Optimization exercise on an open flow, not production practice. RTL: at most simulated, not proved equivalent. Function not checked: runs 1 and 8. Power: default activity.

==> flow/design.v <==
`timescale 1ns/1ps
 `timescale 1ns/1ps
module uart_core (
   uart_tx, uart_if, rx_rts, prdata,
   uart_rx, uart_cts, pwrite, pwdata, psel, prst_n, penable, pclk,
   paddr
   );
  output        uart_tx;
  output        uart_if;
  output        rx_rts;
  output [31:0] prdata;
  input         uart_rx;
  input         uart_cts;
  input         pwrite;
  input  [31:0] pwdata;
  input         psel;
  input         prst_n;
  input         penable;
  input         pclk;
  input  [31:0] paddr;
  wire setup = psel & ~penable;
  reg  con_we, se_we, br_we, dt_we, ie_we, rxff_rd;
  always @(posedge pclk or negedge prst_n)
    if (!prst_n) begin
      con_we  <= 1'b0;
      se_we   <= 1'b0;
      br_we   <= 1'b0;
      dt_we   <= 1'b0;
      ie_we   <= 1'b0;
      rxff_rd <= 1'b0;
    end else begin
      con_we  <= setup &  pwrite & (paddr[6:0] == 7'h00);
      se_we   <= setup &  pwrite & (paddr[6:0] == 7'h04);
      br_we   <= setup &  pwrite & (paddr[6:0] == 7'h08);
      dt_we   <= setup &  pwrite & (paddr[6:0] == 7'h0C);
      ie_we   <= setup &  pwrite & (paddr[6:0] == 7'h10);
      rxff_rd <= setup & ~pwrite & (paddr[4:0] == 5'h0C);
    end
  wire ctx = con_we & pwdata[5];
  wire crx = con_we & pwdata[6];
  reg [6:0] con;
  reg [2:0] se;
  reg [7:0] brg;
  reg [4:0] ie;
  wire en   = se[0];
  wire d9   = se[1];
  wire bsel = se[2];
  wire af   = con[0] & en;
  always @(posedge pclk or negedge prst_n)
    if (!prst_n) begin
      con <= 7'd0;
      se  <= 3'd0;
      brg <= 8'd0;
      ie  <= 5'd0;
    end else begin
      if (con_we)      con <= pwdata[6:0];
      if (se_we)       se  <= pwdata[2:0];
      if (br_we & ~en) brg <= pwdata[7:0];
      if (ie_we)       ie  <= pwdata[4:0];
    end
  reg [7:0] rxc, txc;
  reg       rx_tick, tx_tick;
  wire [7:0] rxc_n   = (~en | rx_tick) ? 8'd0 : rxc + 8'd1;
  wire [7:0] txc_n   = (~en | tx_tick) ? 8'd0 : (rx_tick ? txc + 8'd1 : txc);
  wire       brg_ld  = br_we & ~en;
  wire       rxtk_n  = (~en | rx_tick) ? (brg_ld ? (pwdata[7:0] == 8'd0) : (brg == 8'd0))
                                       : (rxc + 8'd1 == brg);
  wire       bsel_n  = se_we ? pwdata[2] : bsel;
  wire       txtk_n  = (txc_n == (bsel_n ? 8'd7 : 8'd15)) & rxtk_n;
  always @(posedge pclk or negedge prst_n)
    if (!prst_n) begin
      rxc     <= 8'd0;
      txc     <= 8'd0;
      rx_tick <= 1'b1;
      tx_tick <= 1'b0;
    end else begin
      rxc     <= rxc_n;
      txc     <= txc_n;
      rx_tick <= rxtk_n;
      tx_tick <= txtk_n;
    end
  reg [4:0] tw, tr;
  reg [7:0] tmem [0:15];
  reg [3:0] sbc;
  reg       txne, txnf;
  wire t_push = dt_we & txnf;
  reg  tx_complete;                    
  wire d9_n = se_we ? pwdata[1] : d9;
  wire t_pop  = txne & tx_complete;
  wire [4:0] tr_n = t_pop ? tr + 5'd1 : tr;
  wire [4:0] tw_u = t_push ? tw + 5'd1 : tw;
  wire [4:0] tw_n = ctx ? tr : tw_u;
  wire txne_u = ~((tw_u[4] == tr_n[4]) & (tw_u[3:0] == tr_n[3:0]));
  wire txnf_u = ~((tw_u[4] != tr_n[4]) & (tw_u[3:0] == tr_n[3:0]));
  wire txne_n = ctx ? t_pop : txne_u;
  wire txnf_n = ctx | txnf_u;
  always @(posedge pclk or negedge prst_n)
    if (!prst_n) begin
      tw   <= 5'd0;
      tr   <= 5'd0;
      txne <= 1'b0;
      txnf <= 1'b1;
    end else begin
      tw   <= tw_n;
      tr   <= tr_n;
      txne <= txne_n;
      txnf <= txnf_n;
    end
  always @(posedge pclk)
    if (t_push) tmem[tw[3:0]] <= pwdata[7:0];
  reg [9:0] tsr;
  reg       tst;
  reg       tpar;
  reg       ntx;                       
  wire [7:0] tdata  = tmem[tr[3:0]];
  wire       tx_en  = en & txne;
  wire       fsm_en = ~(af & uart_cts) & tx_en & tx_tick;
  wire       tsh    = tx_tick & tst;
  wire       tst_n  = tst ? (tx_en & ~tx_complete) : fsm_en;
  wire       tload  = fsm_en & ~tsh;
  wire [3:0] sbc_n  = tx_complete ? 4'd0 : (tsh ? sbc + 4'd1 : sbc);
  always @(posedge pclk or negedge prst_n)
    if (!prst_n) begin
      tsr  <= 10'h3ff;
      sbc  <= 4'd0;
      tx_complete <= 1'b0;
      tst  <= 1'b0;
      tpar <= 1'b0;
      ntx  <= 1'b0;
    end else begin
      if (tsh)         tsr <= {1'b1, tsr[9:1]};
      else if (tload)  tsr <= {1'b1, tdata, 1'b0};
      else if (tpar)   tsr[9] <= ^tsr[8:1];
      tpar <= tload & d9;
      if (tsh)         ntx <= ~tsr[1];
      else if (tload)  ntx <= 1'b1;
      sbc  <= sbc_n;
      tx_complete <= (sbc_n == (d9_n ? 4'd10 : 4'd9));
      tst <= tst_n;
    end
  assign uart_tx = ~ntx;
  reg       rx1, rxs, rx2;
  reg [1:0] rst;
  reg [3:0] samp, bitc;
  reg [9:0] rsr;
  reg       we1, we2, we3;
  wire start_en    = ~rxs & rx2;
  wire rbusy       = rst[1] | rst[0];
  wire samp_pt     = ~bsel ? (samp == 4'd7) : (samp[2:0] == 3'd3);
  wire rsh         = samp_pt & rx_tick;
  reg  rx_complete;                    
  wire [3:0] bitc_n = rx_complete ? 4'd0 : ((rst[1] & rsh) ? bitc + 4'd1 : bitc);
  reg [1:0] rst_nx;
  always @(*)
    case (rst)
      2'd0:    rst_nx = start_en ? 2'd1 : 2'd0;
      2'd1:    rst_nx = rxs ? 2'd0 : (rsh ? 2'd2 : 2'd1);
      2'd2:    rst_nx = rx_complete ? 2'd0 : 2'd2;
      default: rst_nx = 2'd3;
    endcase
  wire [1:0] rst_n = en ? rst_nx : 2'd0;
  always @(posedge pclk or negedge prst_n)
    if (!prst_n) begin
      rx1  <= 1'b0;
      rxs  <= 1'b0;
      rx2  <= 1'b0;
      rst  <= 2'd0;
      samp <= 4'd0;
      bitc <= 4'd0;
      rx_complete <= 1'b0;
    end else begin
      rx1 <= uart_rx;
      rxs <= rx1;
      rx2 <= rxs;
      rst <= rst_n;
      if (~rbusy)       samp <= 4'd0;
      else if (rx_tick) samp <= samp + 4'd1;
      bitc <= bitc_n;
      rx_complete <= (bitc_n == (d9_n ? 4'd10 : 4'd9));
    end
  always @(posedge pclk)
    if (rsh) rsr <= {rxs, rsr[9:1]};
  reg [4:0] rwu, rr;
  reg [3:0] wo;                        
  reg       rxne, rxf;
  reg [9:0] rq [0:15];
  wire dt_wr  = ~rxf & rx_complete;
  wire mem_wr = dt_wr | we1;
  wire pe     = ^rsr[8:0];
  wire fe     = ~rsr[9];
  wire [9:0] fifo_in = d9 ? {rsr[7:0], pe, fe} : {rsr[8:1], 1'b0, fe};
  wire r_pop  = rxne & rxff_rd;
  wire [4:0] rr_n = r_pop ? rr + 5'd1 : rr;
  function [5:0] inc6;
    input [5:0] x;
    integer i;
    for (i = 0; i < 6; i = i + 1) inc6[i] = x[i] ^ (&(x | ~((6'd1 << i) - 6'd1)));
  endfunction
  function [5:0] dec6;
    input [5:0] x;
    integer i;
    for (i = 0; i < 6; i = i + 1) dec6[i] = x[i] ^ ~(|(x & ((6'd1 << i) - 6'd1)));
  endfunction
  reg  [5:0] rd;
  wire [5:0] rd0  = rd;
  wire [5:0] rd1  = dec6(rd);
  wire [5:0] rdn  = r_pop ? rd1 : rd0;
  wire rxne_u = r_pop ? (rd[4:0] != 5'd1)  : (rd[4:0] != 5'd0);
  wire rxf_u  = r_pop ? (rd[4:0] == 5'd17) : (rd[4:0] == 5'd16);
  wire rr31   = &rr;
  wire rwu31  = &rwu;
  wire [5:0] rd_s = (we2 & ~r_pop) ? inc6(rd) : ((r_pop & ~we2) ? rd1 : rd);
  wire [5:0] rd_u = rd_s ^ {(we2 & rwu31) ^ (r_pop & rr31), 5'd0};
  wire [5:0] rd_c = we2 ? (rr31 ? 6'd33 : 6'd1) : 6'd0;
  wire rxne_n = crx ? r_pop : rxne_u;
  wire rxf_n  = ~crx & rxf_u;
  wire [4:0] rw_n = crx ? rr : rwu;
  always @(posedge pclk or negedge prst_n)
    if (!prst_n) begin
      we1  <= 1'b0;
      we2  <= 1'b0;
      we3  <= 1'b0;
      rwu  <= 5'd0;
      rr   <= 5'd0;
      rd   <= 6'd0;
      rxne <= 1'b0;
      rxf  <= 1'b0;
      wo   <= 4'd0;
    end else begin
      we1  <= dt_wr;
      we2  <= we1;
      we3  <= we2;
      rwu  <= rw_n + {4'd0, we2};
      rr   <= rr_n;
      rd   <= crx ? rd_c : rd_u;
      rxne <= rxne_n;
      rxf  <= rxf_n;
      wo   <= crx ? 4'd0 : rdn[3:0];
    end
  wire [15:0] wdec = 16'd1 << wo;
  reg  [9:0] rq_n [0:15];
  integer k;
  always @(*)
    for (k = 0; k < 16; k = k + 1)
      rq_n[k] = (mem_wr & (r_pop ? wdec[(k + 1) % 16] : wdec[k])) ? fifo_in
                : (r_pop ? rq[(k + 1) % 16] : rq[k]);
  always @(posedge pclk)
    for (k = 0; k < 16; k = k + 1)
      rq[k] <= rq_n[k];
  wire [9:0] hd_n  = rq_n[0];
  wire       fe_n  = rxne_u & hd_n[0];
  wire       pe_n  = rxne_u & hd_n[1];
  wire       if_0  = (ie[4] & fe_n) | (ie[3] & pe_n) | (ie[1] & rxf_u) | (ie[0] & txne_u);
  wire       if_ie = (pwdata[4] & fe_n) | (pwdata[3] & pe_n) | (pwdata[1] & rxf_u) | (pwdata[0] & txne_u);
  wire       if_cn = (~pwdata[6] & ((ie[4] & fe_n) | (ie[3] & pe_n) | (ie[1] & rxf_u))) |
                     (ie[0] & (pwdata[5] ? t_pop : txne_u));
  wire       if_n  = ie_we ? if_ie : (con_we ? if_cn : if_0);
  function thr;
    input [1:0] t;
    input [5:0] d;
    case (t)
      2'd0: thr = d[5] | (|d[4:1]);
      2'd1: thr = d[5] | (|d[4:2]);
      2'd2: thr = d[5] | (|d[4:3]);
      2'd3: thr = d[5] | d[4];
    endcase
  endfunction
  wire [5:0] rd1t   = rr31 ? {1'b0, rwu} : rd1;
  wire       rts_0  = af & (r_pop ? thr(con[4:3], rd1t) : thr(con[4:3], rd0));
  wire       rts_se = con[0] & pwdata[0] & thr(con[4:3], rd0);
  wire       rts_cn = pwdata[0] & en & ~pwdata[6] & thr(pwdata[4:3], rd0);
  wire       rts_n  = se_we ? rts_se : (con_we ? rts_cn : rts_0);
  wire       busy_n = tst_n | rst_n[1] | rst_n[0];
  reg  [7:0] prd_nx;
  always @(*)
    case (paddr[7:0])
      8'h00:   prd_nx = {1'b0, con};
      8'h04:   prd_nx = {busy_n, rxne_n, txnf_n, 2'b0, se};
      8'h08:   prd_nx = brg;
      8'h0c:   prd_nx = hd_n[9:2];
      8'h10:   prd_nx = {3'b0, ie};
      8'h14:   prd_nx = {3'b0, rxne_n & hd_n[0], rxne_n & hd_n[1], 1'b0, rxf_n, txne_n};
      default: prd_nx = 8'd0;
    endcase
  reg [7:0] prd;
  reg       if_q, rts_q;
  always @(posedge pclk)
    prd <= prd_nx;
  always @(posedge pclk or negedge prst_n)
    if (!prst_n) begin
      if_q  <= 1'b0;
      rts_q <= 1'b0;
    end else begin
      if_q  <= if_n;
      rts_q <= rts_n;
    end
  assign prdata  = {24'd0, prd};
  assign uart_if = if_q;
  assign rx_rts  = rts_q;
endmodule
==> flow/run.sh <==
#!/bin/bash
# synth_recipe.tcl (not shown) runs the flow's synth.tcl, then flattens the netlist and writes it again
# the make line also repeats each setting of config.mk as NAME=value (left out here)
make -C /OpenROAD-flow-scripts/flow DESIGN_CONFIG=/design/flow/config.mk WORK_HOME=/design/flow/orfs CLKGATE_MAP_FILE= SYNTH_SCRIPT=/design/flow/synth_recipe.tcl finish
==> flow/config.mk <==
export PLATFORM = sky130hd
export DESIGN_NAME = uart_core
export DESIGN_NICKNAME = uart_core
export VERILOG_FILES = /design/flow/design.v
export SDC_FILE = /design/flow/constraint.sdc
export NUM_CORES = 4
export LEC_CHECK = 0
export CAP_MARGIN = 20
export CORE_MARGIN = 2
export CORE_UTILIZATION = 60
export SETUP_SLACK_MARGIN = 2.8
export SLEW_MARGIN = 20
==> flow/constraint.sdc <==
create_clock -name core_clock -period 5.0 [get_ports {pclk}]
set_input_delay 1.0000 -clock core_clock [delete_from_list [all_inputs] [get_ports {pclk}]]
set_output_delay 1.0000 -clock core_clock [all_outputs]
set_load 0.01 [all_outputs]
==> impl_metrics.ini, run 1 <==
[run_status]
status = no timing/DRC/antenna violations

[drt]
drt_wl_total_um = 41800
vias = 11800
ant_nets = 0
drc = 0
dr.pass1.iters = 5
vias_per_cell = 5.99
wl_per_cell_um = 21.3
first_iter_violations = 1008

[yosys]
synth_seq_area_share_pct = 64.3
synth_commonest_cells = edfxtp_1, nand2_1, o21ai_0, dfrtp_1, nor2_1
yosys.area.top_type_share_pct = 46.7
synth-main-ff-cell = edfxtp_1
synth_seq_cells = 422
synth_edf_count = 288
syn_inst = 1478
syn_area_sq_mm = 0.0185
postSynthAreaPerCell_sq_um = 12.5
yosys.area.top_type = edfxtp_1
netlist-cell-type-count = 73
yosysWarnings = 3
synth_area_leaders = edfxtp_1, dfrtp_1, nand2_1
yosysMostFrequentCell = edfxtp_1
async_reset_ff_share_pct = 27.5

[sta]
hold_viol_final = 0
skew_ns = 0.0255
tns_ns = 0
slew_violations = 0
post-route-min-period_ns = 2.59
post-route-period-util_pct = 51.8
rsz0062_at_grt = true
max_slew_margin_pct = 35.6
setup_viol = 0
fmax_mhz = 386
timing.hold.ws_ns = 0.356
worst_slew_pin_slew_ns = 0.963

[placement]
place.gp.congestion = 0.805
dp_hpwl_um = 25000
portBuffers = 33

[global_routing]
antenna_found_initial = 0
grt_pass1_vias = 11600
grt_max_degree = 47
grt_pass1_wl_um = 65700
grt_overflow_total = 0
grt_use_total_pct = 26.2

[floorplan]
die-area_sq_mm = 0.0323
start_util_pct = 60.8
std_cell_rows = 64
die_x_um = 180
die_height_um = 180
design.core.area_sq_mm = 0.0305
num_io_pins = 106

[critical_path]
reg2reg_depth = 7
cp-end-kind = flip-flop
critPathArrivalTime_ns = 2.99
critPathLaunchType = flip-flop
critical_path.max_fanout = 4
crit_type = reg -> reg
required_ns = 5.40

[final_layout]
insertedDiodeCount = 0
layout.nets = 1628
area.growth.synth_to_final_pct = 16.5
drive_gt1_share_pct = 19.4
multiInputGateArea_sq_mm = 0.00670
fillers = 2058
ff_latch_area_sq_mm = 0.0119

[clock_tree]
cts_buffer_depth = 3
cts_buffers = 44
clk_latency_ns = 0.55
clkTransAtPathRegs_ns = 0.06
cts_sinks = 422
htree_levels = 2
cts_tree = yes
clockRootBuffer = clkbuf_16

[min_path]
whs_path_depth = 0
hold_class = reg -> reg

[power]
power_leakage_nw = 8.43
peakVddDrop_mv = 0.289
power-per-cell-area_mw_per_mm2 = 358
p_total_w = 0.00772

[run]
maxCapViolations = 0
==> critical path, stage by stage, from the launching register on <==
cell and delay, ns:
dfrtp_4 0.50, ha_4 0.24, and3_4 0.17, or3_1 0.33, a211o_1 0.26, a221o_2 0.40, nand3b_4 0.17, a221o_1 0.36
==> power breakdown <==
part	internal, W	switching, W
clock network	0.00186	0.00133
registers	0.00384	0.000130
logic	0.000247	0.000318
==> layout by cell type (no fill, tap or decap), types with 16 or more instances in the layout <==
cell type / n
dfrtp_1: 95
xor2_1: 23
mux4_2: 32
buf_4: 45
dfxtp_1: 17
edfxtp_1: 288
nor2_1: 82
xnor2_1: 33
mux2i_1: 44
conb_1: 24
ha_1: 17
mux2_2: 19
o21ai_0: 165
a211oi_1: 16
nand3_1: 23
a21oi_1: 25
clkbuf_16: 45
inv_1: 23
nand2_1: 213
==> area by class of cell <==
cell class,count,area share [%]
well taps,396,2.29
repair buffers,95,4.55
flip-flops and latches,422,55.3
multi-input cells,947,31.0
clock buffers,58,5.43
clock inverters,22,0.996
inverters,25,0.434
==> repair_timing <==
action                                  in CTS  in global routing
gates resized for setup                    138                 71
gates cloned                                 7                  1
pin swaps                                   11                 17
hold buffers                                 0                  0
endpoints found under the setup margin     309                181
buffers inserted                            19                 14
==> final timing paths <==
path / from / endpoint / slack (ns)
min reg2reg: rx1 / rxs / 0.36
min: rx1 / rxs / 0.36
min in group asynchronous: prst_n / ntx / 0.46
max reg2reg: tr[0] / prd[5] / 2.41
max: tr[0] / prd[5] / 2.41
max in group asynchronous: prst_n / se[1] / 3.45
==> state kept, by name (all words and copies together) (netlist names), 6 cells and up <==
signal,flops
brg,8
con,7
prd,8
rd,6
rq,160
rsr,10
rxc,8
tmem,128
tsr,9
txc,8
==> logic make-up (layout without fill, tap and decap cells) <==
| family | count (synthesis) | after routing | synth area share, % |
|---|---|---|---|
| xor+xnor | 61 | 61 | 3.15 |
| fa+ha+maj | 22 | 22 | 1.49 |
| other cells | 1 | 24 | 0.0202 |
| flops | 422 | 422 | 64.3 |
| compound gates | 275 | 275 | 8.86 |
| mux | 99 | 99 | 7.64 |
| simple gates | 463 | 466 | 11.2 |
| buf+inv | 135 | 200 | 3.33 |
==> routing by layer <==
| metal | global-route usage (%) | wire (um) |
|---|---|---|
| met5 | 0 | 0 |
| met4 | 8.29 | 1230 |
| met3 | 4.50 | 2600 |
| met2 | 40.4 | 19300 |
| met1 | 38.5 | 18700 |
==> through the flow <==
step	utilization [%]	cells	setup WS, ns	area (sq um)
finish	70.8	1965	2.41	21600
global route	70.8	1965	2.36	21600
CTS	69.4	1950	2.37	21200
detailed placement	62.6	1844	1.71	19100
global placement	62.6	1844	1.80	19100
floorplan	-	1501	2.67	18600
==> run 2, diff against run 1 <==
--- a/flow/design.v
+++ b/flow/design.v
@@ -83,6 +83,7 @@
   reg [7:0] tmem [0:15];
   reg [3:0] sbc;
   reg       txne, txnf;
+  reg [4:0] te;
   wire t_push = dt_we & txnf;
   reg  tx_complete;                    
   wire d9_n = se_we ? pwdata[1] : d9;
@@ -90,8 +91,11 @@
   wire [4:0] tr_n = t_pop ? tr + 5'd1 : tr;
   wire [4:0] tw_u = t_push ? tw + 5'd1 : tw;
   wire [4:0] tw_n = ctx ? tr : tw_u;
-  wire txne_u = ~((tw_u[4] == tr_n[4]) & (tw_u[3:0] == tr_n[3:0]));
-  wire txnf_u = ~((tw_u[4] != tr_n[4]) & (tw_u[3:0] == tr_n[3:0]));
+  wire tinc   = t_push & ~t_pop;
+  wire tdec   = t_pop & ~t_push;
+  wire txne_u = tinc ? (te != 5'd31) : (tdec ? (te != 5'd1)  : (te != 5'd0));
+  wire txnf_u = tinc ? (te != 5'd15) : (tdec ? (te != 5'd17) : (te != 5'd16));
+  wire [4:0] te_u = tinc ? te + 5'd1 : (tdec ? te - 5'd1 : te);
   wire txne_n = ctx ? t_pop : txne_u;
   wire txnf_n = ctx | txnf_u;
   always @(posedge pclk or negedge prst_n)
@@ -100,11 +104,13 @@
       tr   <= 5'd0;
       txne <= 1'b0;
       txnf <= 1'b1;
+      te   <= 5'd0;
     end else begin
       tw   <= tw_n;
       tr   <= tr_n;
       txne <= txne_n;
       txnf <= txnf_n;
+      te   <= ctx ? {5{t_pop}} : te_u;
     end
   always @(posedge pclk)
     if (t_push) tmem[tw[3:0]] <= pwdata[7:0];
--- a/flow/config.mk
+++ b/flow/config.mk
@@ -8,5 +8,7 @@
 export CAP_MARGIN = 20
 export CORE_MARGIN = 2
 export CORE_UTILIZATION = 60
-export SETUP_SLACK_MARGIN = 2.8
+export CTS_CLUSTER_DIAMETER = 50
+export CTS_CLUSTER_SIZE = 20
+export SETUP_SLACK_MARGIN = 3.1
 export SLEW_MARGIN = 20
==> run 2 against run 1 <==
  * Clock power shrank 6.6%
  * Final cell count grew 8.6%
  * Sequential power is essentially flat
  * Design area grew 11%
  * Synthesized cell count grew 2.7%
  * Global-route usage grew 1.4 points
  * Die area grew 1.2%
  * Non-clock buffer count grew 105
  * Critical path type unchanged
  * Utilization grew 7.6 points
  * Worst hold slack lost 0.0054 ns
  * First-iteration DRC count grew 26%
==> impl_metrics.ini, run 2 <==
[drt]
dr.pass1.iters = 7
drc = 0
vias = 13300
first_iter_violations = 1273
drt_wl_total_um = 49900
wl_per_cell_um = 23.4
ant_nets = 0
vias_per_cell = 6.24

[power]
pwr-share-seq_pct = 52.2
p_sw_w = 0.00188
p_int_w = 0.00579
power_leakage_nw = 9.21
power-per-cell-area_mw_per_mm2 = 319
comb_power_share_pct = 9.0
p_sw_share_pct = 24.5
peakVddDrop_mv = 0.360
clkPwrFrac_pct = 38.8

[min_path]
hold_class = reg -> reg
whs_path_depth = 0

[yosys]
yosys.area.top_type_share_pct = 46.1
synth_top_family_by_area = simple AND/OR/NAND/NOR gates
synthAdderAreaFrac_pct = 1.93
synth_xor_area_share_pct = 3.25
synth_area_leaders = edfxtp_1, dfrtp_1, nand2_1
synth_compound_area_share_pct = 9.10
synth_commonest_cells = edfxtp_1, nand2_1, o21ai_0, dfrtp_1, nor2_1
synth_edf_count = 288
synthMuxAreaShare_pct = 7.11
yosysMostFrequentCell = edfxtp_1
postSynthAreaPerCell_sq_um = 12.4
synth_seq_area_share_pct = 64.0
synth_simple_gate_area_share_pct = 11.2
async_reset_ff_share_pct = 28.0
syn_inst = 1518
yosys.area.top_type = edfxtp_1
syn_area_sq_mm = 0.0188
synth_seq_cells = 425
netlist-cell-type-count = 75
synth-main-ff-cell = edfxtp_1
yosysWarnings = 3

[final_layout]
largest_reg_flops = 160
final_common_cell = edfxtp_1
regMostFlops = rq
insertedDiodeCount = 0
area.growth.synth_to_final_pct = 28.2
layout_common_cells = edfxtp_1, nand2_1, buf_4, o21ai_0, dfrtp_1
fin_cells = 2134
design_area_sq_mm = 0.0241
drive_gt1_share_pct = 35.8
layout.nets = 1809

[critical_path]
critical_path.max_fanout = 6
critPathArrivalTime_ns = 2.60
critPathLaunchType = flip-flop
cp-end-kind = flip-flop
crit_type = reg -> reg
reg2reg_depth = 10
required_ns = 5.39

[clock_tree]
cts_tree = yes
htree_levels = 2
clk_latency_ns = 0.55
cts_buffers = 37
clkTransAtPathRegs_ns = 0.07
cts-hold-fix-buffers = 0
cts_buffer_depth = 3
clockRootBuffer = clkbuf_16
cts_sinks = 425

[placement]
place.gp.congestion = 0.855
portBuffers = 33
dp_hpwl_um = 26500
dpl_cell_area_sq_mm = 0.0195
dp_cells = 1887

[floorplan]
design.core.area_sq_mm = 0.0307
die-area_sq_mm = 0.0327
die_x_um = 181
num_io_pins = 106
std_cell_rows = 64
start_util_pct = 61.2
die_height_um = 181

[sta]
post-route-period-util_pct = 44.3
hold_viol_final = 0
worst_slew_pin_slew_ns = 0.927
timing.hold.ws_ns = 0.350
tns_ns = 0
skew_ns = 0.0216
fmax_mhz = 451
slew_violations = 0
post-route-min-period_ns = 2.22
max_slew_margin_pct = 38.2
rsz0062_at_grt = true
setup_viol = 0

[global_routing]
grt_overflow_total = 0
grt_use_total_pct = 27.6
grt_pass1_vias = 12100
grt_max_degree = 65
antenna_found_initial = 1
grt_pass1_wl_um = 69800

[run_status]
status = no timing/DRC/antenna violations

[run]
maxCapViolations = 0
[run 2: layout make-up]
class | instances | area, sq um
sequential | 425 | 12000
multi-input combinational | 1012 | 8120
fill | 1799 | 6610
timing repair buffer | 200 | 2010
clock buffer | 43 | 1010
tap | 396 | 495
clock inverter | 25 | 236
inverter | 33 | 136
[run 2: what timing repair did]
| action | 4_1_cts | 5_1_grt |
|---|---|---|
| buffers inserted | 77 | 61 |
| resized for setup | 310 | 291 |
| setup endpoints to repair | 400 | 401 |
| cloned | 16 | 25 |
| pin swaps | 55 | 117 |
[run 2: cells by family after synthesis]
logic type	after synthesis
simple gates	465
flops	425
compound gates	292
buf+inv	139
mux	99
xor+xnor	68
fa+ha+maj	29
other cells	1
[run 2: worst max-delay path: stages (launching register included)]
cell and delay [ns]:
dfstp_2 0.55, nand2_4 0.08, clkinv_4 0.07, ha_4 0.18
buf_6 0.11, nand3_2 0.06, nor2_1 0.10, mux2_4 0.17
o2111ai_4 0.10, a222oi_1 0.47, nand2_1 0.18
[run 2: power by group through the flow]
| stage | sequential, W | combinational [W] | clock [W] |
|---|---|---|---|
| floorplan | 0.00402 | 0.000383 | 0 |
| global placement | 0.00406 | 0.000502 | 0 |
| detailed placement | 0.00406 | 0.000512 | 0 |
| CTS | 0.00399 | 0.000596 | 0.00299 |
| global route | 0.00401 | 0.000754 | 0.00314 |
| finish | 0.00400 | 0.000690 | 0.00298 |
[run 2: final timing paths]
check / from / end / slack [ns]
max in group asynchronous: prst_n / rx_tick / 3.40
min in group asynchronous: prst_n / tw[2] / 0.58
min: rx1 / rxs / 0.35
max reg2reg: txnf / prd[5] / 2.78
min reg2reg: rx1 / rxs / 0.35
max: txnf / prd[5] / 2.78
[run 2: stage by stage]
stage | power (W) | utilization, % | setup slack (ns)
final | 0.00767 | 78.4 | 2.78
after global routing | 0.00790 | 78.4 | 2.74
after CTS | 0.00758 | 72.9 | 2.91
after detailed placement | 0.00457 | 63.6 | 1.65
after global placement | 0.00456 | 63.6 | 1.74
after floorplan | 0.00440 | - | 2.84
[run 2: per-layer routing]
layer	part of all wire, %	track usage [%]	routed length (um)	vias up
met5	0	0	0	-
met4	2.9	8.06	1430	0
met3	7.7	5.22	3840	106
met2	49	44.0	24300	611
met1	41	39.2	20300	6676
li1	-	-	-	5921
==> run 3, diff against run 2 <==
--- a/flow/config.mk
+++ b/flow/config.mk
@@ -7,8 +7,8 @@
 export LEC_CHECK = 0
 export CAP_MARGIN = 20
 export CORE_MARGIN = 2
-export CORE_UTILIZATION = 60
+export CORE_UTILIZATION = 70
 export CTS_CLUSTER_DIAMETER = 50
 export CTS_CLUSTER_SIZE = 20
-export SETUP_SLACK_MARGIN = 3.1
+export SETUP_SLACK_MARGIN = 2.9
 export SLEW_MARGIN = 20
==> run 3 against run 2 <==
  * First-iteration DRC count rose by 17%
  * Via count fell by 5.9%
  * Still clean on timing, DRC and antenna
  * Maximum frequency up 3.7%
  * Register-to-register slack improved by 0.08 ns
==> impl_metrics.ini, run 3 <==
[clock_tree]
cts_sinks = 425
cts_buffers = 37
cts_tree = yes
clockRootBuffer = clkbuf_16
cts_buffer_depth = 3
clkTransAtPathRegs_ns = 0.07
clk_latency_ns = 0.53
htree_levels = 2
cts-hold-fix-buffers = 0

[placement]
place.gp.congestion = 0.848
portBuffers = 33
dp_hpwl_um = 26600

[final_layout]
layout_common_cells = edfxtp_1, nand2_1, o21ai_0, dfrtp_1, nor2_1
largest_reg_flops = 160
area.growth.synth_to_final_pct = 15.2
insertedDiodeCount = 0
drive_gt1_share_pct = 21.1
final_common_cell = edfxtp_1
fillers = 1386
regMostFlops = rq
layout.nets = 1679

[floorplan]
start_util_pct = 71.6
die-area_sq_mm = 0.0281
die_height_um = 168
design.core.area_sq_mm = 0.0262
std_cell_rows = 59
num_io_pins = 106
die_x_um = 168

[critical_path]
cp-end-kind = flip-flop
required_ns = 5.42
reg2reg_depth = 8
critPathLaunchType = flip-flop
critPathArrivalTime_ns = 2.56
reg2reg_slack_ns = 2.86
r2r_start = rxff_rd
reg2reg_to = if_q
critical_path.max_fanout = 8
crit_type = reg -> reg

[sta]
slew_violations = 0
fmax_mhz = 468
setup_viol = 0
skew_ns = 0.0232
max_slew_margin_pct = 34.5
rsz0062_at_grt = true
tns_ns = 0
post-route-min-period_ns = 2.14
timing.hold.ws_ns = 0.349
post-route-period-util_pct = 42.8
hold_viol_final = 0
worst_slew_pin_slew_ns = 0.978

[power]
pwr-share-seq_pct = 53.5
p_sw_share_pct = 24.1
p_sw_w = 0.00180
power-per-cell-area_mw_per_mm2 = 346
peakVddDrop_mv = 0.334
power_leakage_nw = 8.31
clkPwrFrac_pct = 38.9
comb_power_share_pct = 7.6
p_int_w = 0.00567

[drt]
vias_per_cell = 6.46
drt_wl_total_um = 44900
vias = 12500
drc = 0
first_iter_violations = 1493
wl_per_cell_um = 23.2
ant_nets = 0
dr.pass1.iters = 6

[run_status]
status = no timing/DRC/antenna violations

[yosys]
synth_seq_cells = 425
synthAdderAreaFrac_pct = 1.93
synth_commonest_cells = edfxtp_1, nand2_1, o21ai_0, dfrtp_1, nor2_1
yosysMostFrequentCell = edfxtp_1
synth-main-ff-cell = edfxtp_1
synth_seq_area_share_pct = 64.0
synthMuxAreaShare_pct = 7.11
synth_area_leaders = edfxtp_1, dfrtp_1, nand2_1
postSynthAreaPerCell_sq_um = 12.4
yosysWarnings = 3
netlist-cell-type-count = 75
syn_inst = 1518
syn_area_sq_mm = 0.0188
async_reset_ff_share_pct = 28.0
yosys.area.top_type = edfxtp_1
synth_xor_area_share_pct = 3.25
synth_compound_area_share_pct = 9.10
synth_top_family_by_area = simple AND/OR/NAND/NOR gates
yosys.area.top_type_share_pct = 46.1
synth_edf_count = 288
synth_simple_gate_area_share_pct = 11.2

[min_path]
whs_endpoint = rxs
hold_class = reg -> reg
whs_path_depth = 0
hp-start = rx1

[global_routing]
grt_max_degree = 62
grt_pass1_wl_um = 67500
grt_use_total_pct = 31.5
grt_overflow_total = 0
antenna_found_initial = 0
grt_pass1_vias = 12200

[run]
maxCapViolations = 0
## run 3: cell count changes in the layout (fill, tap and decap cells not counted), moves of 29 or more
| cell | delta |
|---|---|
| o21ai_1 | -43 |
| o21ai_0 | +80 |
| nand2_1 | +35 |
| buf_6 | -34 |
| o21ai_2 | -36 |
| nand2_2 | -29 |
| buf_4 | -55 |
## run 3: layout make-up
class,count,area [sq um],share of cell area [%]
flip-flops and latches,425,12000,55.6
multi-input cells,981,6900,31.9
clock buffers,42,975,4.51
repair buffers,101,922,4.27
well taps,335,419,1.94
clock inverters,23,235,1.09
inverters,33,134,0.620
## run 3: kinds of logic after synthesis
| logic type | count (synthesis) |
|---|---|
| buffers and inverters | 139 |
| AOI/OAI and AO/OA | 292 |
| and+or+nand+nor | 465 |
| DFF | 425 |
| other | 1 |
| xor gates and xnor gates | 68 |
| muxes | 99 |
| adders and majority gates | 29 |
## run 3: how the worst max path moves through the flow
| stage | startpoint | endpoint | slack (ns) | cells after the start |
|---|---|---|---|---|
| finish | rxff_rd | if_q | 2.86 | 8 |
| global route | dt_we | if_q | 2.77 | 9 |
| CTS | tx_complete | if_q | 2.79 | 9 |
| detailed placement | pwdata[5] | if_q | 1.62 | 6 |
| global placement | pwdata[5] | if_q | 1.68 | 6 |
| floorplan | paddr[1] | prd[4] | 2.84 | 6 |
## run 3: what timing repair did
action | in CTS | in global routing
pin swaps | 10 | 27
setup buffers | 18 | 23
cloned | 3 | 4
setup endpoints to repair | 341 | 239
resized for setup | 166 | 85
## run 3: power groups by stage
stage | logic (W) | registers, W | clock network (W)
after floorplan | 0.000373 | 0.00402 | 0
after global routing | 0.000624 | 0.00401 | 0.00305
after global placement | 0.000481 | 0.00405 | 0
after detailed placement | 0.000500 | 0.00406 | 0
final | 0.000565 | 0.00400 | 0.00291
after CTS | 0.000536 | 0.00399 | 0.00291
## run 3: critical path: stages, from the launching register on
cell and delay (ns):
dfrtp_1 0.45, and2_4 0.30, mux2i_4 0.47, nor2_4 0.13, buf_4 0.17, nand3_1 0.07
o21a_1 0.18, inv_1 0.07, a31o_2 0.20
## run 3: per-stage QoR
step	power [W]	area, sq um	cells	setup slack, ns	utilization (%)
6_report	0.00747	21600	1940	2.86	82.4
5_1_grt	0.00769	21600	1940	2.77	82.4
4_1_cts	0.00744	21100	1913	2.79	80.4
3_5_place_dp	0.00456	19300	1827	1.62	73.7
3_3_place_gp	0.00453	19300	1827	1.68	73.7
2_1_floorplan	0.00439	18900	1541	2.84	-
## run 3: routing by layer
metal / part of all wire (%) / global-route usage, % / up-vias
li1: - / - / 5604
met1: 40 / 44.0 / 6189
met2: 48 / 50.5 / 628
met3: 9.0 / 6.22 / 107
met4: 2.9 / 10.6 / 0
met5: 0 / 0 / -
==> run 4, diff against run 3 <==
--- a/flow/config.mk
+++ b/flow/config.mk
@@ -7,7 +7,7 @@
 export LEC_CHECK = 0
 export CAP_MARGIN = 20
 export CORE_MARGIN = 2
-export CORE_UTILIZATION = 70
+export CORE_UTILIZATION = 60
 export CTS_CLUSTER_DIAMETER = 50
 export CTS_CLUSTER_SIZE = 20
 export SETUP_SLACK_MARGIN = 2.9
==> run 4 against run 3 <==
  * Still clean on timing, DRC and antenna
  * Sequential share of layout area down 0.35 points
  * Register-to-register slack better by 0.02 ns
  * Utilization fell by 12 points
  * Die area up 16%
  * Synthesized area unchanged
  * Clock skew decreased by 0.0074 ns
  * Routed wire length shrank 6.0%
  * Synthesized cell count unchanged
  * Critical endpoint is now rx_complete
  * Highest routed layer unchanged
==> impl_metrics.ini, run 4 <==
[run_status]
status = no timing/DRC/antenna violations

[final_layout]
utilization_pct = 70.9
regMostFlops = rq
design_area_sq_mm = 0.0218
ff_latch_area_sq_mm = 0.0120
area.growth.synth_to_final_pct = 15.9
largest_reg_flops = 160
layout_common_cells = edfxtp_1, nand2_1, o21ai_0, dfrtp_1, nor2_1
fillers = 2118
drive_gt1_share_pct = 20.9
layout.nets = 1680
final_common_cell = edfxtp_1
multiInputGateArea_sq_mm = 0.00687
insertedDiodeCount = 0

[sta]
worst_slew_pin_slew_ns = 0.933
post-route-min-period_ns = 2.12
hold_viol_final = 0
slew_violations = 0
skew_ns = 0.0157
setup_viol = 0
finalWorstSetupSlack_ns = 2.88
rsz0062_at_grt = true
fmax_mhz = 471
max_slew_margin_pct = 37.8
post-route-period-util_pct = 42.4
tns_ns = 0

[critical_path]
critPathArrivalTime_ns = 2.55
crit_type = reg -> reg
critPathLaunchType = flip-flop
critical_path.max_fanout = 5
required_ns = 5.43
cp-end-kind = flip-flop

[drt]
ant_nets = 0
drc = 0
drt_wl_total_um = 42200
dr.pass1.iters = 8
first_iter_violations = 1032
vias = 11900
vias_per_cell = 5.93
wl_per_cell_um = 21.1

[clock_tree]
clk_latency_ns = 0.53
htree_levels = 2
clockRootBuffer = clkbuf_16
cts_buffer_depth = 3
cts_tree = yes
cts-hold-fix-buffers = 0
clkTransAtPathRegs_ns = 0.07
cts_buffers = 39
cts_sinks = 425

[power]
power_leakage_nw = 8.35
p_sw_share_pct = 23.9
peakVddDrop_mv = 0.313
pwr-share-seq_pct = 53.2
p_int_w = 0.00573
p_sw_w = 0.00180
clkPwrFrac_pct = 39.4
power-per-cell-area_mw_per_mm2 = 346
comb_power_share_pct = 7.5

[floorplan]
die_height_um = 181
design.core.area_sq_mm = 0.0307
die-area_sq_mm = 0.0327
num_io_pins = 106
std_cell_rows = 64
start_util_pct = 61.2
die_x_um = 181

[min_path]
hold_class = reg -> reg

[placement]
dpl_cell_area_sq_mm = 0.0194
dp_slack_ns = 1.46
place.gp.congestion = 0.836
dp_hpwl_um = 26300
portBuffers = 33

[yosys]
yosys.area.top_type = edfxtp_1
synth_commonest_cells = edfxtp_1, nand2_1, o21ai_0, dfrtp_1, nor2_1
synth_edf_count = 288
netlist-cell-type-count = 75
synth_seq_cells = 425
yosysWarnings = 3
yosys.area.top_type_share_pct = 46.1
synth_area_leaders = edfxtp_1, dfrtp_1, nand2_1
async_reset_ff_share_pct = 28.0
syn_inst = 1518
synth_seq_area_share_pct = 64.0
yosysMostFrequentCell = edfxtp_1
syn_area_sq_mm = 0.0188
synth-main-ff-cell = edfxtp_1
postSynthAreaPerCell_sq_um = 12.4

[global_routing]
grt_pass1_vias = 11500
grt_use_total_pct = 25.8
grt_pass1_wl_um = 65300
grt_overflow_total = 0
antenna_found_initial = 0
grt_max_degree = 66

[run]
maxCapViolations = 0
-- run 4: layout make-up --
type	count	share of cell area, %
multi-input combinational	982	31.6
timing repair buffer	99	4.34
inverter	33	0.616
clock buffer	44	4.81
sequential	425	55.3
clock inverter	26	1.05
tap	396	2.28
-- run 4: per-stage QoR --
stage | cells | hold WS [ns] | power, W
after CTS | 1989 | 0.353 | 0.00752
after detailed placement | 1884 | 0.337 | 0.00456
after floorplan | 1541 | 0.331 | 0.00439
after global placement | 1884 | 0.332 | 0.00455
final | 2005 | 0.353 | 0.00753
after global routing | 2005 | 0.357 | 0.00779
-- run 4: repair_timing --
item | CTS | global route
cloned | 7 | 2
hold endpoints to repair | 0 | 0
setup buffers | 28 | 14
endpoints found under the setup margin | 341 | 226
pin swaps | 20 | 23
resized for setup | 159 | 85
-- run 4: critical path, cell delays in order, from the launching register on --
cell	delay (ns)
dfrtp_1	0.41
ha_4	0.18
ha_4	0.14
and2_4	0.14
o21ai_4	0.19
inv_4	0.04
and2_4	0.14
or3_1	0.34
a31o_1	0.23
nor4b_2	0.21
-- run 4: worst paths after layout --
path | endpoint | cells after the start | slack [ns] | from
min | rxs | 0 | 0.35 | rx1
max in group asynchronous | wo[1] | 2 | 3.39 | prst_n
min reg2reg | rxs | 0 | 0.35 | rx1
min in group asynchronous | tw[2] | 1 | 0.59 | prst_n
max reg2reg | rx_complete | 9 | 2.88 | samp[0]
max | rx_complete | 9 | 2.88 | samp[0]
-- run 4: power groups by stage --
stage / registers, W / clock network [W] / logic (W)
final: 0.00400 / 0.00296 / 0.000562
after global routing: 0.00401 / 0.00314 / 0.000630
after CTS: 0.00399 / 0.00300 / 0.000527
after detailed placement: 0.00406 / 0 / 0.000500
after floorplan: 0.00402 / 0 / 0.000373
after global placement: 0.00406 / 0 / 0.000490
-- run 4: cell families after synthesis --
family                     count (synthesis)  share of synthesized area [%]
AOI/OAI and AO/OA                        292                           9.10
xor gates and xnor gates                  68                           3.25
adders and majority gates                 29                           1.93
buffers and inverters                    139                           3.46
DFF                                      425                           64.0
muxes                                     99                           7.11
other                                      1                         0.0200
and+or+nand+nor                          465                           11.2
-- run 4: per-layer routing --
layer	track usage, %	part of all wire (%)	up-vias
met5	0	0	-
met4	7.65	2.8	0
met3	5.06	7.5	80
met2	39.0	45	416
met1	38.3	45	5802
li1	-	-	5597
==> run 5, diff against run 4 <==
--- a/flow/config.mk
+++ b/flow/config.mk
@@ -8,7 +8,8 @@
 export CAP_MARGIN = 20
 export CORE_MARGIN = 2
 export CORE_UTILIZATION = 60
-export CTS_CLUSTER_DIAMETER = 50
-export CTS_CLUSTER_SIZE = 20
+export CTS_BUF_LIST = sky130_fd_sc_hd__clkbuf_16
+export CTS_CLUSTER_DIAMETER = 80
+export CTS_CLUSTER_SIZE = 32
 export SETUP_SLACK_MARGIN = 2.9
 export SLEW_MARGIN = 20
==> run 5 against run 4 <==
  * Still clean
  * Critical path depth unchanged
  * Non-clock buffer count is 4 higher
  * Synthesized area is the same
  * Clock skew rose by 0.0069 ns
  * Global-route usage decreased by 0.41 points
  * Maximum frequency fell by 1.4%
  * Critical path type unchanged
  * Largest power group unchanged
==> impl_metrics.ini, run 5 <==
[final_layout]
layout_common_cells = edfxtp_1, nand2_1, o21ai_0, dfrtp_1, nor2_1
drive_gt1_share_pct = 19.5
regMostFlops = rq
design_area_sq_mm = 0.0211
fillers = 2224
utilization_pct = 68.8
layout.nets = 1667
fin_cells = 1976
insertedDiodeCount = 0
largest_reg_flops = 160
ff_latch_area_sq_mm = 0.0120
multiInputGateArea_sq_mm = 0.00685
area.growth.synth_to_final_pct = 12.4
final_common_cell = edfxtp_1

[sta]
post-route-min-period_ns = 2.15
worst_slew_pin_slew_ns = 0.906
tns_ns = 0
setup_viol = 0
finalWorstSetupSlack_ns = 2.85
max_slew_margin_pct = 39.6
slew_violations = 0
rsz0062_at_grt = true
hold_viol_final = 0
post-route-period-util_pct = 43.1
skew_ns = 0.0226
fmax_mhz = 465

[global_routing]
grt_pass1_vias = 11200
grt_pass1_wl_um = 64600
antenna_found_initial = 0
grt_overflow_total = 0
grt_use_total_pct = 25.4
grt_max_degree = 66

[yosys]
syn_inst = 1518
yosysWarnings = 3
syn_area_sq_mm = 0.0188
yosys.area.top_type_share_pct = 46.1
netlist-cell-type-count = 75
postSynthAreaPerCell_sq_um = 12.4
synth_seq_cells = 425
yosys.area.top_type = edfxtp_1
yosysMostFrequentCell = edfxtp_1
synth_seq_area_share_pct = 64.0
async_reset_ff_share_pct = 28.0
synth-main-ff-cell = edfxtp_1
synth_commonest_cells = edfxtp_1, nand2_1, o21ai_0, dfrtp_1, nor2_1
synth_area_leaders = edfxtp_1, dfrtp_1, nand2_1
synth_edf_count = 288

[power]
peakVddDrop_mv = 0.388
power-per-cell-area_mw_per_mm2 = 309
power_leakage_nw = 8.08

[run]
maxCapViolations = 0

[drt]
ant_nets = 0
first_iter_violations = 1095
vias_per_cell = 5.96
wl_per_cell_um = 21.2
drc = 0
drt_wl_total_um = 41900
dr.pass1.iters = 6
vias = 11800

[floorplan]
std_cell_rows = 64
die_height_um = 181
num_io_pins = 106
die_x_um = 181
start_util_pct = 61.2
die-area_sq_mm = 0.0327
design.core.area_sq_mm = 0.0307

[clock_tree]
clkTransAtPathRegs_ns = 0.11
clk_latency_ns = 0.55
cts_sinks = 425
cts_buffer_depth = 3
cts_buffers = 19
htree_levels = 1
clockRootBuffer = clkbuf_16
cts_tree = yes

[critical_path]
required_ns = 5.41
reg2reg_depth = 9
crit_type = reg -> reg
critical_path.max_fanout = 8
critPathLaunchType = flip-flop
cp-end-kind = flip-flop
critPathArrivalTime_ns = 2.56

[placement]
dp_hpwl_um = 26300
portBuffers = 33
dpl_cell_area_sq_mm = 0.0194
place.gp.congestion = 0.836
dp_cells = 1884
dp_slack_ns = 1.46

[min_path]
hold_class = reg -> reg
whs_path_depth = 0

[run_status]
status = no timing/DRC/antenna violations
[run 5: cell counts after synthesis]
Identical to the previous run, type by type.
[run 5: report_power, final]
group	internal, W	total, W	switching [W]	leakage [nW]
logic	0.000253	0.000560	0.000307	3.57
registers	0.00387	0.00400	0.000132	4.18
clock network	0.000825	0.00196	0.00113	0.325
total	0.00495	0.00652	0.00157	8.08
[run 5: final timing paths]
path | from | end | slack (ns)
max | txnf | prd[5] | 2.85
min | rx1 | rxs | 0.36
max reg2reg | txnf | prd[5] | 2.85
min reg2reg | rx1 | rxs | 0.36
max in group asynchronous | prst_n | rd[0] | 3.44
min in group asynchronous | prst_n | tw[2] | 0.57
[run 5: per-layer routing]
metal / vias to the layer above / track usage (%) / share of wire [%]
li1: 5557 / - / -
met1: 5799 / 38.5 / 45
met2: 356 / 39.1 / 46
met3: 70 / 3.85 / 6.4
met4: 0 / 6.10 / 2.6
met5: - / 0 / 0
[run 5: metrics by stage]
stage | hold WS, ns | total power (W)
2_1_floorplan | 0.331 | 0.00439
3_3_place_gp | 0.332 | 0.00455
3_5_place_dp | 0.337 | 0.00456
4_1_cts | 0.364 | 0.00652
5_1_grt | 0.369 | 0.00675
6_report | 0.361 | 0.00652
[run 5: cells by family after synthesis]
family                     share of synthesized area (%)
and+or+nand+nor                                     11.2
DFF                                                 64.0
AOI/OAI and AO/OA                                   9.10
buffers and inverters                               3.46
muxes                                               7.11
xor gates and xnor gates                            3.25
adders and majority gates                           1.93
other                                             0.0200
[run 5: layout make-up]
type,instances,area share [%]
clock inverter,15,0.807
tap,396,2.35
timing repair buffer,103,4.48
sequential,425,57.0
multi-input combinational,985,32.4
clock buffer,19,2.25
inverter,33,0.623
[run 5: timing repair]
item / in CTS / in global routing
gates resized for setup: 173 / 68
pin swaps: 18 / 24
hold buffers: 0 / 0
cloned: 7 / 4
buffers inserted: 27 / 20
setup endpoints to repair: 340 / 212
hold endpoints to repair: 0 / 0
[run 5: worst max-delay path, stage by stage (launching register included)]
cell and delay (ns):
dfstp_2 0.56, nand2_4 0.07, clkinv_4 0.09, ha_4 0.18
nand3_1 0.11, nor2_1 0.13, mux2_4 0.17, o2111ai_4 0.13
a222oi_1 0.40, nand2_1 0.17
==> run 6, diff against run 5 <==
--- a/flow/config.mk
+++ b/flow/config.mk
@@ -9,7 +9,7 @@
 export CORE_MARGIN = 2
 export CORE_UTILIZATION = 60
 export CTS_BUF_LIST = sky130_fd_sc_hd__clkbuf_16
-export CTS_CLUSTER_DIAMETER = 80
-export CTS_CLUSTER_SIZE = 32
+export CTS_CLUSTER_DIAMETER = 70
+export CTS_CLUSTER_SIZE = 25
 export SETUP_SLACK_MARGIN = 2.9
 export SLEW_MARGIN = 20
==> run 6 against run 5 <==
  * Design area rose by 1.3%
  * First-iteration DRC count fell by 18%
  * Via count rose by 0.45%
  * Final cell count rose by 0.71%
  * Register-to-register slack barely moved
  * Clock-buffer cell count rose by 8
  * Global-route usage barely moved
  * Critical path type unchanged
  * Critical endpoint is now rts_q
==> impl_metrics.ini, run 6 <==
[clock_tree]
cts_tree = yes
cts_buffer_depth = 3
htree_levels = 1
cts_buffers = 27
cts-hold-fix-buffers = 0
clkTransAtPathRegs_ns = 0.08
clockRootBuffer = clkbuf_16
clk_latency_ns = 0.57
cts_sinks = 425

[final_layout]
fillers = 2179
layout.nets = 1675
multiInputGateArea_sq_mm = 0.00686
regMostFlops = rq
ff_latch_area_sq_mm = 0.0120
fin_cells = 1990
final_common_cell = edfxtp_1
layout_common_cells = edfxtp_1, nand2_1, o21ai_0, dfrtp_1, nor2_1
largest_reg_flops = 160
insertedDiodeCount = 0
drive_gt1_share_pct = 20.0
area.growth.synth_to_final_pct = 13.9

[floorplan]
die-area_sq_mm = 0.0327
start_util_pct = 61.2
die_height_um = 181
std_cell_rows = 64
die_x_um = 181
design.core.area_sq_mm = 0.0307
num_io_pins = 106

[placement]
portBuffers = 33
dp_hpwl_um = 26300
dp_cells = 1884
place.gp.congestion = 0.836

[sta]
tns_ns = 0
hold_viol_final = 0
post-route-min-period_ns = 2.15
skew_ns = 0.0203
fmax_mhz = 466
post-route-period-util_pct = 42.9
rsz0062_at_grt = true
worst_slew_pin_slew_ns = 0.901
setup_viol = 0
slew_violations = 0
max_slew_margin_pct = 39.9

[global_routing]
antenna_found_initial = 0
grt_overflow_total = 0
grt_max_degree = 66
grt_use_total_pct = 25.4
grt_pass1_wl_um = 64600
grt_pass1_vias = 11300

[critical_path]
slowest_delay_ns = 0.43
crit_family = compound AO/OA/AOI/OAI gates
crit_type = reg -> reg
cp_num_buf_inv = 1
crit_path_cell_trace = inv_1, ha_4, nor3b_4, ha_2, xnor2_1, nand3_1, o21ai_0, o211ai_1, a211o_1
cp-end-kind = flip-flop
critical_path.max_fanout = 4
critPathLaunchType = flip-flop
required_ns = 5.44
slowest_stage = dfrtp_2
critPathArrivalTime_ns = 2.59

[run_status]
status = no timing/DRC/antenna violations

[yosys]
yosysWarnings = 3
synth-main-ff-cell = edfxtp_1
yosys.area.top_type = edfxtp_1
yosys.area.top_type_share_pct = 46.1
netlist-cell-type-count = 75
synth_seq_cells = 425
synth_seq_area_share_pct = 64.0
postSynthAreaPerCell_sq_um = 12.4
syn_inst = 1518
async_reset_ff_share_pct = 28.0
yosysMostFrequentCell = edfxtp_1
synth_edf_count = 288
syn_area_sq_mm = 0.0188
synth_area_leaders = edfxtp_1, dfrtp_1, nand2_1
synth_commonest_cells = edfxtp_1, nand2_1, o21ai_0, dfrtp_1, nor2_1

[drt]
vias = 11800
drt_wl_total_um = 41700
first_iter_violations = 900
drc = 0
vias_per_cell = 5.95
dr.pass1.iters = 5
wl_per_cell_um = 21.0
ant_nets = 0

[power]
power-per-cell-area_mw_per_mm2 = 325
peakVddDrop_mv = 0.261
power_leakage_nw = 8.20

[run]
maxCapViolations = 0

[min_path]
hold_class = reg -> reg
## run 6: cell counts after synthesis
Identical to the previous run, type by type.
## run 6: logic make-up after synthesis
kind of cell	Yosys count	synth area share, %
compound gates	292	9.10
buf+inv	139	3.46
xor+xnor	68	3.25
simple gates	465	11.2
fa+ha+maj	29	1.93
mux	99	7.11
other cells	1	0.0200
flops	425	64.0
## run 6: metrics by stage
stage	power [W]	hold slack (ns)	cell area [sq um]	worst slack, ns	util (%)
2_1_floorplan	0.00439	0.331	18900	2.84	-
3_3_place_gp	0.00455	0.332	19400	1.44	63.2
3_5_place_dp	0.00456	0.337	19400	1.46	63.2
4_1_cts	0.00695	0.356	20900	2.71	68.2
5_1_grt	0.00721	0.360	21400	2.78	69.7
6_report	0.00695	0.355	21400	2.85	69.7
## run 6: final cells by class
class | instances | share of cell area [%]
inverter | 33 | 0.638
sequential | 425 | 56.3
tap | 396 | 2.32
multi-input combinational | 983 | 32.1
clock inverter | 21 | 1.11
timing repair buffer | 105 | 4.43
clock buffer | 27 | 3.16
## run 6: what timing repair did
action,in CTS,in global routing
cloned,6,3
setup endpoints to repair,339,197
pin swaps,16,21
buffers inserted,26,23
resized for setup,165,73
## run 6: path summary, 6_finish.rpt
check / start / end / slack [ns] / depth (start not counted)
max: rd[0] / rts_q / 2.85 / 9
max in group asynchronous: prst_n / wo[1] / 3.45 / 2
min in group asynchronous: prst_n / tw[0] / 0.55 / 1
min: rx1 / rxs / 0.36 / 0
max reg2reg: rd[0] / rts_q / 2.85 / 9
min reg2reg: rx1 / rxs / 0.36 / 0
## run 6: power by group
group / leakage [nW] / internal, W / total [W] / switching (W)
clock: 0.456 / 0.00112 / 0.00240 / 0.00128
sequential: 4.18 / 0.00387 / 0.00400 / 0.000132
combinational: 3.56 / 0.000254 / 0.000558 / 0.000303
## run 6: metal layers
metal	global-route usage (%)	up-vias	wire length, um
li1	-	5584	-
met2	38.8	351	18800
met1	38.3	5838	19100
met3	4.09	62	2860
met4	6.97	0	980
met5	0	-	0
==> run 7, diff against run 6 <==
==> flow/config.mk (replaced) <==
export PLATFORM = sky130hd
export DESIGN_NAME = uart_core
export DESIGN_NICKNAME = uart_core
export VERILOG_FILES = /design/flow/design.v
export SDC_FILE = /design/flow/constraint.sdc
export NUM_CORES = 4
export LEC_CHECK = 0
export CAP_MARGIN = 20
export CORE_MARGIN = 2
export CORE_UTILIZATION = 55
export CTS_CLUSTER_DIAMETER = 50
export CTS_CLUSTER_SIZE = 20
export SETUP_SLACK_MARGIN = 2.95
export SLEW_MARGIN = 20
==> run 7 against run 6 <==
  * Combinational power is 7.5% higher
  * Non-clock buffer count is 30 higher
  * Register-to-register slack hardly changed
  * Clock power is 36% higher
  * Critical path type unchanged
  * Sequential cell count stayed put
  * Worst hold slack better by 0.013 ns
  * Sequential power hardly changed
  * First-iteration DRC count is 10% higher
  * Final cell count is 5.7% higher
  * Critical endpoint is now rx_complete
  * Die area is 8.9% higher
  * Synthesized cell count stayed put
==> impl_metrics.ini, run 7 <==
[final_layout]
ff_latch_area_sq_mm = 0.0120
fillers = 2513
regMostFlops = rq
layout.nets = 1722
multiInputGateArea_sq_mm = 0.00712
final_common_cell = edfxtp_1
insertedDiodeCount = 0
design_area_sq_mm = 0.0224
largest_reg_flops = 160
drive_gt1_share_pct = 25.3
fin_cells = 2103
layout_common_cells = edfxtp_1, nand2_1, o21ai_0, dfrtp_1, buf_4
area.growth.synth_to_final_pct = 19.6

[yosys]
postSynthAreaPerCell_sq_um = 12.4
syn_area_sq_mm = 0.0188
yosysMostFrequentCell = edfxtp_1
syn_inst = 1518
synth_seq_cells = 425
synth_area_leaders = edfxtp_1, dfrtp_1, nand2_1
synth_edf_count = 288
yosys.area.top_type = edfxtp_1
yosysWarnings = 3
synth_commonest_cells = edfxtp_1, nand2_1, o21ai_0, dfrtp_1, nor2_1
netlist-cell-type-count = 75
synth-main-ff-cell = edfxtp_1
yosys.area.top_type_share_pct = 46.1
async_reset_ff_share_pct = 28.0
synth_seq_area_share_pct = 64.0

[floorplan]
die_x_um = 189
die_height_um = 189
design.core.area_sq_mm = 0.0335
num_io_pins = 106
std_cell_rows = 67
die-area_sq_mm = 0.0356
start_util_pct = 56.0

[drt]
wl_per_cell_um = 21.1
drc = 0
drt_wl_total_um = 44300
vias = 12100
ant_nets = 0
vias_per_cell = 5.76
dr.pass1.iters = 6
first_iter_violations = 992

[critical_path]
cp-end-kind = flip-flop
cp_num_buf_inv = 1
crit_family = simple AND/OR/NAND/NOR gates
crit_type = reg -> reg
critical_path.max_fanout = 5
crit_path_cell_trace = ha_2, ha_2, and2_4, o21ai_4, inv_6, and2_4, or3_1, a31o_1, nor4b_2
critPathLaunchType = flip-flop
slowest_delay_ns = 0.39
required_ns = 5.43
slowest_stage = dfrtp_1
critPathArrivalTime_ns = 2.57

[sta]
rsz0062_at_grt = true
slew_violations = 0
fmax_mhz = 467
hold_viol_final = 0
max_slew_margin_pct = 47.5
skew_ns = 0.0219
post-route-min-period_ns = 2.14
setup_viol = 0
worst_slew_pin_slew_ns = 0.785
tns_ns = 0
finalWorstSetupSlack_ns = 2.86
post-route-period-util_pct = 42.8

[clock_tree]
htree_levels = 2
cts_sinks = 425
clk_latency_ns = 0.55
clkTransAtPathRegs_ns = 0.07
clockRootBuffer = clkbuf_16
cts_buffer_depth = 3
cts_buffers = 41
cts-hold-fix-buffers = 0
cts_tree = yes

[placement]
dp_slack_ns = 1.53
dp_cells = 1937
dpl_cell_area_sq_mm = 0.0195
dp_hpwl_um = 26900
portBuffers = 33
place.gp.congestion = 0.858

[global_routing]
grt_overflow_total = 0
grt_use_total_pct = 24.3
antenna_found_initial = 1
grt_pass1_vias = 11400
grt_max_degree = 99
grt_pass1_wl_um = 66100

[run_status]
status = no timing/DRC/antenna violations

[power]
power-per-cell-area_mw_per_mm2 = 350
peakVddDrop_mv = 0.353
power_leakage_nw = 8.59

[min_path]
hold_class = in -> async

[run]
maxCapViolations = 0
[run 7: final cells by class]
type | instances | area share (%)
clock inverter | 28 | 1.46
sequential | 425 | 53.6
inverter | 33 | 0.619
clock buffer | 48 | 5.02
multi-input combinational | 986 | 31.7
timing repair buffer | 135 | 5.06
tap | 448 | 2.50
[run 7: metal layers]
metal	vias up	wire [um]	part of all wire [%]	GRT usage, %
met5	-	0	0	0
met4	0	1020	2.3	6.25
met3	63	2850	6.4	5.01
met2	328	20100	45	36.8
met1	6038	20300	46	36.3
li1	5691	-	-	-
[run 7: worst register-to-register path: cells and delay by family (launching register included)]
kind,cells,cell delay [ns]
AO/OA/AOI/OAI,2,0.41
adder cells (fa/ha/maj),2,0.36
buffers and inverters,1,0.04
flip-flops,1,0.39
AND/OR/NAND/NOR,4,0.84
[run 7: cells by family after synthesis]
logic type	after synthesis	synth area share, %
adders and majority gates	29	1.93
muxes	99	7.11
DFF	425	64.0
buffers and inverters	139	3.46
xor gates and xnor gates	68	3.25
AOI/OAI and AO/OA	292	9.10
other	1	0.0200
and+or+nand+nor	465	11.2
[run 7: timing repair]
item	in CTS	in global routing
endpoints found under the setup margin	366	321
pin swaps	22	39
buffers inserted	32	49
endpoints found under the hold margin	0	0
gates cloned	1	8
resized for setup	204	126
[run 7: path summary, 6_finish.rpt]
check / cells past startpoint / endpoint / start / slack, ns
max in group asynchronous: 2 / con_we / prst_n / 3.73
worst max-delay path: 9 / rx_complete / samp[1] / 2.86
worst min register to register: 0 / rxs / rx1 / 0.37
min in group core_clock: 0 / rxs / rx1 / 0.37
worst max register to register: 9 / rx_complete / samp[1] / 2.86
worst min-delay path: 1 / tw[2] / prst_n / 0.37
[run 7: power breakdown]
part           switching (W)  internal, W  total (W)  leakage (nW)
combinational       0.000328     0.000272   0.000600          3.71
clock                0.00146      0.00180    0.00326         0.702
sequential          0.000127      0.00387    0.00399          4.18
[run 7: metrics by stage]
stage / hold slack (ns) / total power (W) / util, %
after detailed placement: 0.361 / 0.00457 / 58.0
after global routing: 0.367 / 0.00812 / 66.9
final: 0.369 / 0.00785 / 66.9
after floorplan: 0.331 / 0.00439 / -
after global placement: 0.370 / 0.00455 / 58.0
after CTS: 0.359 / 0.00785 / 64.2
==> run 8, diff against run 7 <==
--- a/flow/design.v
+++ b/flow/design.v
@@ -67,18 +67,12 @@
                                        : (rxc + 8'd1 == brg);
   wire       bsel_n  = se_we ? pwdata[2] : bsel;
   wire       txtk_n  = (txc_n == (bsel_n ? 8'd7 : 8'd15)) & rxtk_n;
-  always @(posedge pclk or negedge prst_n)
-    if (!prst_n) begin
-      rxc     <= 8'd0;
-      txc     <= 8'd0;
-      rx_tick <= 1'b1;
-      tx_tick <= 1'b0;
-    end else begin
-      rxc     <= rxc_n;
-      txc     <= txc_n;
-      rx_tick <= rxtk_n;
-      tx_tick <= txtk_n;
-    end
+  always @(posedge pclk) begin
+    rxc     <= rxc_n;
+    txc     <= txc_n;
+    rx_tick <= rxtk_n;
+    tx_tick <= txtk_n;
+  end
   reg [4:0] tw, tr;
   reg [7:0] tmem [0:15];
   reg [3:0] sbc;
@@ -127,23 +121,23 @@
   wire [3:0] sbc_n  = tx_complete ? 4'd0 : (tsh ? sbc + 4'd1 : sbc);
   always @(posedge pclk or negedge prst_n)
     if (!prst_n) begin
-      tsr  <= 10'h3ff;
       sbc  <= 4'd0;
       tx_complete <= 1'b0;
       tst  <= 1'b0;
-      tpar <= 1'b0;
       ntx  <= 1'b0;
     end else begin
-      if (tsh)         tsr <= {1'b1, tsr[9:1]};
-      else if (tload)  tsr <= {1'b1, tdata, 1'b0};
-      else if (tpar)   tsr[9] <= ^tsr[8:1];
-      tpar <= tload & d9;
       if (tsh)         ntx <= ~tsr[1];
       else if (tload)  ntx <= 1'b1;
       sbc  <= sbc_n;
       tx_complete <= (sbc_n == (d9_n ? 4'd10 : 4'd9));
       tst <= tst_n;
     end
+  always @(posedge pclk) begin
+    if (tsh)         tsr <= {1'b1, tsr[9:1]};
+    else if (tload)  tsr <= {1'b1, tdata, 1'b0};
+    else if (tpar)   tsr[9] <= ^tsr[8:1];
+    tpar <= tload & d9;
+  end
   assign uart_tx = ~ntx;
   reg       rx1, rxs, rx2;
   reg [1:0] rst;
--- a/flow/config.mk
+++ b/flow/config.mk
@@ -7,8 +7,8 @@
 export LEC_CHECK = 0
 export CAP_MARGIN = 20
 export CORE_MARGIN = 2
-export CORE_UTILIZATION = 55
+export CORE_UTILIZATION = 60
 export CTS_CLUSTER_DIAMETER = 50
 export CTS_CLUSTER_SIZE = 20
-export SETUP_SLACK_MARGIN = 2.95
+export SETUP_SLACK_MARGIN = 2.9
 export SLEW_MARGIN = 20
==> run 8 against run 7 <==
  * Clock skew is 0.0010 ns higher
  * Design area is 3.7% lower
  * Register-to-register slack got worse by 0.14 ns
  * Synthesized area shrank 0.30%
  * Setup slack worse by 0.14 ns
  * Routed wire length decreased by 4.1%
  * Largest cell class unchanged
  * Die area is 8.4% lower
  * Power shrank 5.6%
  * Sequential power fell by 2%
  * Utilization is 3.5 points higher
  * Sequential cell count unchanged
  * Synthesized cell count is 1.8% lower
==> impl_metrics.ini, run 8 <==
[run_status]
status = no timing/DRC/antenna violations

[placement]
dp_cells = 1858
place.gp.congestion = 0.876
dp_hpwl_um = 26700

[sta]
post-route-min-period_ns = 2.28
skew_ns = 0.0229
setup_viol = 0
fmax_mhz = 438
hold_viol_final = 0
max_slew_margin_pct = 37.9
rsz0062_at_grt = true
tns_ns = 0
worst_slew_pin_slew_ns = 0.927
slew_violations = 0

[yosys]
postSynthAreaPerCell_sq_um = 12.5
synth_seq_area_share_pct = 63.8
synth_seq_cells = 425
async_reset_ff_share_pct = 21.4
yosysWarnings = 3
synth_commonest_cells = edfxtp_1, nand2_1, o21ai_0, nor2_1, dfrtp_1
netlist-cell-type-count = 75
yosysMostFrequentCell = edfxtp_1
syn_area_sq_mm = 0.0187
yosys.area.top_type_share_pct = 47.5

[floorplan]
die_height_um = 181
die-area_sq_mm = 0.0326
die_x_um = 181
design.core.area_sq_mm = 0.0307
std_cell_rows = 64
start_util_pct = 61.0
num_io_pins = 106

[critical_path]
slowest_delay_ns = 0.57
crit_type = reg -> reg
cp-end-kind = flip-flop
critical_path.max_fanout = 11
critPathLaunchType = flip-flop
required_ns = 5.28
critPathArrivalTime_ns = 2.56
crit_top_cell = mux4_2
crit_path_cell_trace = buf_12, mux4_2, mux4_2, mux2_2
slowest_stage = mux4_2

[clock_tree]
cts_buffer_depth = 3
cts_buffers = 38
cts_sinks = 425
cts_tree = yes
htree_levels = 2
clk_latency_ns = 0.54
clockRootBuffer = clkbuf_16

[min_path]
hold_class = reg -> reg

[final_layout]
fin_cells = 1971
largest_reg_flops = 160
final_common_cell = edfxtp_1
drive_gt1_share_pct = 21.8
area.growth.synth_to_final_pct = 15.5
layout.nets = 1647

[power]
power-per-cell-area_mw_per_mm2 = 343
peakVddDrop_mv = 0.250
power_leakage_nw = 8.14
p_total_w = 0.00741

[global_routing]
grt_max_degree = 65
grt_pass1_wl_um = 65600
grt_pass1_vias = 11400
antenna_found_initial = 0

[drt]
drc = 0
vias = 11800
vias_per_cell = 5.96
first_iter_violations = 1169
wl_per_cell_um = 21.5
dr.pass1.iters = 5
ant_nets = 0

[run]
maxCapViolations = 0
run 8: cell types whose count changed after synthesis, sizes merged, moves of 6 or more:
cell / previous run / this run
a22oi: 15 / 5
o21ai: 186 / 169
dfrtp: 108 / 90
dfxtp: 18 / 38
a31oi: 4 / 10
mux2i: 50 / 33
edfxtp: 288 / 296
mux4: 25 / 41
nand3: 25 / 19
nor2: 80 / 95
dfstp: 11 / 1
run 8: path summary, 6_finish.rpt:
check	end	slack (ns)	cells past startpoint	startpoint
worst max-delay path	tsr[3]	2.72	4	tr[0]
worst min-delay path	rxs	0.36	0	rx1
worst max register to register	tsr[3]	2.72	4	tr[0]
worst min register to register	rxs	0.36	0	rx1
max in group asynchronous	rd[2]	3.47	2	prst_n
min in group asynchronous	ntx	0.57	1	prst_n
run 8: repair_timing:
item | 4_1_cts | 5_1_grt
hold buffers | 0 | 0
setup buffers | 24 | 17
resized for setup | 177 | 65
gates cloned | 3 | 1
endpoints found under the hold margin | 0 | 0
endpoints found under the setup margin | 323 | 241
pin swaps | 16 | 22
run 8: per-layer routing:
metal | track usage, % | up-vias | share of wire (%)
met2 | 39.2 | 368 | 45
li1 | - | 5495 | -
met3 | 4.47 | 53 | 6.8
met1 | 40.2 | 5837 | 47
met5 | 0 | - | 0
met4 | 5.35 | 0 | 1.7
run 8: where the power goes:
group / switching (W) / total [W] / internal, W
combinational: 0.000252 / 0.000461 / 0.000209
clock: 0.00134 / 0.00303 / 0.00169
sequential: 0.000103 / 0.00392 / 0.00382
total: 0.00170 / 0.00741 / 0.00571
run 8: worst reg2reg max path: cells and delay by family (launching register included):
kind | cells | cell delay, ns
buf+inv | 1 | 0.17
flops | 1 | 0.47
mux | 3 | 1.39
run 8: logic make-up (layout without fill, tap and decap cells):
kind of cell | after synthesis | after routing | share of synthesized area [%]
compound gates | 272 | 272 | 8.41
xor+xnor | 64 | 64 | 3.07
fa+ha+maj | 29 | 29 | 1.94
buf+inv | 135 | 194 | 3.41
flops | 425 | 425 | 63.8
mux | 101 | 101 | 8.33
other cells | 1 | 24 | 0.0200
simple gates | 464 | 466 | 11.1
run 8: metrics by stage:
| stage | hold WS, ns | util [%] | setup slack, ns | area [sq um] |
|---|---|---|---|---|
| after detailed placement | 0.348 | 63.0 | 1.57 | 19300 |
| after floorplan | 0.331 | - | 2.76 | 18900 |
| after CTS | 0.362 | 69.2 | 2.72 | 21200 |
| final | 0.363 | 70.4 | 2.72 | 21600 |
| after global routing | 0.365 | 70.4 | 2.68 | 21600 |
| after global placement | 0.341 | 63.0 | 1.60 | 19300 |
run 8: area by class of cell:
cell class	count	area, sq um
multi-input cells	956	6870
repair buffers	98	878
inverters	28	110
well taps	396	495
fillers	2123	9070
flip-flops and latches	425	12000
clock buffers	46	1090
clock inverters	22	210
